This design comes from an exercise in tuning for small area on the open sky130 flow, not from production work. Function was checked by simulation only, so behaviour that the tests miss may differ from the original. The flow treats the clock pin as an ideal source, which a real chip does not have. Power and IR drop assume default switching activity.

## UDP_Packet_Sender
module UDP_Packet_Sender(
    clk,rst,
    SRC_PORT,
    DST_PORT,
    DST_MAC,
    Dst_IP,Local_IP,
    StartUDPSend,
    UserDaPacketLen,
    UserDaFifoRd,
    UserDaFifoDout,
    Mac_tx_data,
    Mac_tx_mod,
    Mac_tx_sop,
    Mac_tx_eop,
    Mac_tx_wren,
    Mac_tx_rdy);
Size in the first run: ~550 cells after synthesis, ~230 I/O pins, roughly 5000 um2 of cells after synthesis.
export LEC_CHECK = 0
export CAP_MARGIN = 20
export CORE_MARGIN = 2
export CORE_UTILIZATION = 40
export PLACE_DENSITY = 0.6
export SLEW_MARGIN = 20
create_clock -name core_clock -period 6.0 [get_ports {clk}]
standard.sh (not shown) runs the stock make flow with config.mk's settings and CLKGATE_MAP_FILE= SYNTH_SCRIPT=/design/flow/synth_recipe.tcl, a recipe that flattens the netlist after the stock synthesis.
==> flow/flow/run.sh <==
#!/bin/bash
# The standard layout (standard.sh), with three changes to how it is made:
#  * synthesis maps logic with an area-oriented ABC script (synth_area.tcl,
#    abc_area.script); everything else in it is the standard synthesis;
#  * every port is still buffered, with the smallest buffer (buf_1);
#  * CTS builds the clock tree from clkbuf_4 without dummy loads.
set -euo pipefail
F=$PWD/flow
export FLOW_ABC_SCRIPT=$F/abc_area.script
export BUFFER_PORTS_ARGS="-buffer_cell sky130_fd_sc_hd__buf_1"
export CTS_ARGS="-sink_clustering_enable -repair_clock_nets -dont_use_dummy_load -buf_list sky130_fd_sc_hd__clkbuf_8"
bash standard.sh SYNTH_SCRIPT=$F/synth_area.tcl finish > standard_make.log 2>&1
==> flow/flow/abc_area.script <==
strash
&get -n
&fraig -x
&put
scorr
dc2
strash
&get -n
&dch -f
&nf -R 1000
&put
==> flow/flow/synth_area.tcl <==
proc synth {args} { yosys synth -nofsm -noshare {*}$args }
# Same as the standard synthesis, except that the technology mapping
# (abc) uses an area-oriented script instead of ORFS's speed script.
proc abc {args} {
  set i [lsearch -exact $args -script]
  if {$i >= 0} { set args [lreplace $args [expr {$i + 1}] [expr {$i + 1}] $::env(FLOW_ABC_SCRIPT)] }
  yosys abc {*}$args
}
source $::env(SCRIPTS_DIR)/synth.tcl
# left out here: clear keep_hierarchy, flatten, clean up, hide names made inside functions, write 1_2_yosys.v
Rerun with:
--- a/flow/flow/run.sh
+++ b/flow/flow/run.sh
@@ -2 +2 @@
-# The standard layout (standard.sh), with three changes to how it is made:
+# The standard layout (standard.sh), with these changes to how it is made:
@@ -6 +6,3 @@
-#  * CTS builds the clock tree from clkbuf_4 without dummy loads.
+#  * CTS builds the clock tree from clkbuf_4 without dummy loads; after CTS,
+#    leaf buffers driving more than 8 clock pins become clkbuf_8
+#    (clk_resize.tcl), then the standard flow continues to the end.
@@ -11 +13,5 @@
-export CTS_ARGS="-sink_clustering_enable -repair_clock_nets -dont_use_dummy_load -buf_list sky130_fd_sc_hd__clkbuf_8"
+export CTS_ARGS="-sink_clustering_enable -repair_clock_nets -dont_use_dummy_load -buf_list sky130_fd_sc_hd__clkbuf_4"
+bash standard.sh SYNTH_SCRIPT=$F/synth_area.tcl cts > standard_make_cts.log 2>&1
+R=$PWD/orfs/results/sky130hd/UDP_Packet_Sender/base
+LIB_FILE=$FLOW_HOME/platforms/sky130hd/lib/sky130_fd_sc_hd__tt_025C_1v80.lib ODB_IN=$R/4_cts.odb SDC_IN=$R/4_cts.sdc \
+  openroad -no_init -exit $F/clk_resize.tcl > clk_resize.log 2>&1
==> flow/flow/clk_resize.tcl (new file) <==
# After CTS: a clkbuf_4 that drives more than 8 flip-flop clock pins is
# swapped for a clkbuf_8 (same tree, stronger leaf), then placement is legalized.
read_liberty $::env(LIB_FILE)
read_db $::env(ODB_IN)
read_sdc $::env(SDC_IN)
set n 0
foreach inst [[ord::get_db_block] getInsts] {
  if {[[$inst getMaster] getName] ne "sky130_fd_sc_hd__clkbuf_4"} { continue }
  foreach it [$inst getITerms] {
    if {![$it isOutputSignal]} { continue }
    set sinks [expr {[llength [[$it getNet] getITerms]] - 1}]
    if {$sinks > 8} {
      replace_cell [get_cells [$inst getName]] sky130_fd_sc_hd__clkbuf_8
      incr n
    }
  }
}
puts "clk_resize: $n leaf buffers upsized"
detailed_placement
check_placement -verbose
write_db $::env(ODB_IN)
CORE_UTILIZATION = 60   (was 40)
PLACE_DENSITY = 0.8   (was 0.6)
After rerunning:
- power is lower by 0.56%
- count of clock-buffer cells in the layout stays the same
- setup slack gets worse by 0.11 ns
- wire length is lower by 3.6%

========
Starting RTL as in the previous note.
export LEC_CHECK = 0
export CAP_MARGIN = 20
export CORE_MARGIN = 2
export CORE_UTILIZATION = 40
export PLACE_DENSITY = 0.6
export SLEW_MARGIN = 20
create_clock -name core_clock -period 6.0 [get_ports {clk}]
==> flow/flow/run.sh <==
#!/bin/bash
# The standard layout (standard.sh), with three changes to how it is made:
#  * synthesis maps logic with an area-oriented ABC script (synth_area.tcl,
#    abc_area.script); everything else in it is the standard synthesis;
#  * every port is still buffered, with the smallest buffer (buf_1);
#  * CTS builds the clock tree from clkbuf_8 without dummy loads.
set -euo pipefail
F=$PWD/flow
export FLOW_ABC_SCRIPT=$F/abc_area.script
export BUFFER_PORTS_ARGS="-buffer_cell sky130_fd_sc_hd__buf_1"
export CTS_ARGS="-sink_clustering_enable -repair_clock_nets -dont_use_dummy_load -buf_list sky130_fd_sc_hd__clkbuf_8"
bash standard.sh SYNTH_SCRIPT=$F/synth_area.tcl finish > standard_make.log 2>&1
Scripts as last shown in full above: flow/flow/abc_area.script, flow/flow/synth_area.tcl
Then changed:
==> flow/flow/run.sh (replaced) <==
#!/bin/bash
# The standard layout (standard.sh), with these changes to how it is made:
#  * synthesis maps logic with an area-oriented ABC script (synth_area.tcl,
#    abc_area.script); everything else in it is the standard synthesis;
#  * every port is still buffered, with the smallest buffer (buf_1);
#  * CTS builds the clock tree from clkbuf_4 without dummy loads; after CTS,
#    leaf buffers driving more than 8 clock pins become clkbuf_8
#    (clk_resize.tcl), then the standard flow continues to the end.
set -euo pipefail
F=$PWD/flow
export FLOW_ABC_SCRIPT=$F/abc_area.script
export BUFFER_PORTS_ARGS="-buffer_cell sky130_fd_sc_hd__buf_1"
export CTS_ARGS="-sink_clustering_enable -repair_clock_nets -dont_use_dummy_load -buf_list sky130_fd_sc_hd__clkbuf_4"
bash standard.sh SYNTH_SCRIPT=$F/synth_area.tcl cts > standard_make_cts.log 2>&1
R=$PWD/orfs/results/sky130hd/UDP_Packet_Sender/base
LIB_FILE=$FLOW_HOME/platforms/sky130hd/lib/sky130_fd_sc_hd__tt_025C_1v80.lib ODB_IN=$R/4_cts.odb SDC_IN=$R/4_cts.sdc \
  openroad -no_init -exit $F/clk_resize.tcl > clk_resize.log 2>&1
bash standard.sh SYNTH_SCRIPT=$F/synth_area.tcl finish > standard_make.log 2>&1
==> flow/flow/abc_area.script (replaced) <==
strash
&get -n
&fraig -x
&put
scorr
dc2
strash
&get -n
&dch -f
&nf -R 1000 -C 32
&put
==> flow/flow/clk_resize.tcl (new file) <==
# After CTS: a clkbuf_4 that drives more than 8 flip-flop clock pins is
# swapped for a clkbuf_8 (same tree, stronger leaf), then placement is legalized.
read_liberty $::env(LIB_FILE)
read_db $::env(ODB_IN)
read_sdc $::env(SDC_IN)
set n 0
foreach inst [[ord::get_db_block] getInsts] {
  if {[[$inst getMaster] getName] ne "sky130_fd_sc_hd__clkbuf_4"} { continue }
  foreach it [$inst getITerms] {
    if {![$it isOutputSignal]} { continue }
    set sinks [expr {[llength [[$it getNet] getITerms]] - 1}]
    if {$sinks > 8} {
      replace_cell [get_cells [$inst getName]] sky130_fd_sc_hd__clkbuf_8
      incr n
    }
  }
}
puts "clk_resize: $n leaf buffers upsized"
detailed_placement
check_placement -verbose
write_db $::env(ODB_IN)
- CAP_MARGIN: 20 -> 0
- CORE_UTILIZATION: 40 -> 60
- PLACE_DENSITY: 0.6 -> 0.8
- SLEW_MARGIN: 20 -> 0
The new run finished clean.
Worst setup slack got worse by 0.23 ns.
Area after synthesis drops by 0.72%.
Synthesized cell count drops by 1.3%.
Wire length drops by 0.75%.
Cell area drops by 3.0%.
Flip-flop and latch count stays the same.
Non-clock buffer count drops by 5.
Global-route usage climbs by 14 points.
Fmax drops by 4.1%.
Clock power drops by 12%.
Register-to-register slack got worse by 0.23 ns.

-- separate check: timing with driven ports --
In the flow no input, the clock included, has a driving cell. The finished layouts below were timed again as built, in two steps. Step 1: set_driving_cell puts a clkbuf_16 on clk and a buf_2 on each other input, an assumption about the parent block. Step 2 adds t to the input delays and takes it off the output delays; t is the mean of the earliest and latest rising clock arrival at the registers after step 1. Input paths then give back, and output paths get back, about the clock's delay inside the block. Three values: ideal, step 1, step 2; two values: the first two.
| run | t, ns | slack for setup (ns) | hold slack, ns | clock arrival spread, ns |
|---|---|---|---|---|
| the first run of note 1 | 0.397 | 0.559 / 0.559 / 0.559 | 0.483 / 0.483 / 0.483 | 0.017 / 0.017 |
| the second run of note 1 | 0.461 | 0.450 / 0.450 / 0.450 | 0.479 / 0.479 / 0.479 | 0.034 / 0.034 |
| the first run of note 2 | 0.397 | 0.559 / 0.559 / 0.559 | 0.483 / 0.483 / 0.483 | 0.017 / 0.017 |
| the second run of note 2 | 0.455 | 0.326 / 0.326 / 0.326 | 0.495 / 0.495 / 0.495 | 0.042 / 0.042 |
After both steps setup and hold are still met in every run listed.
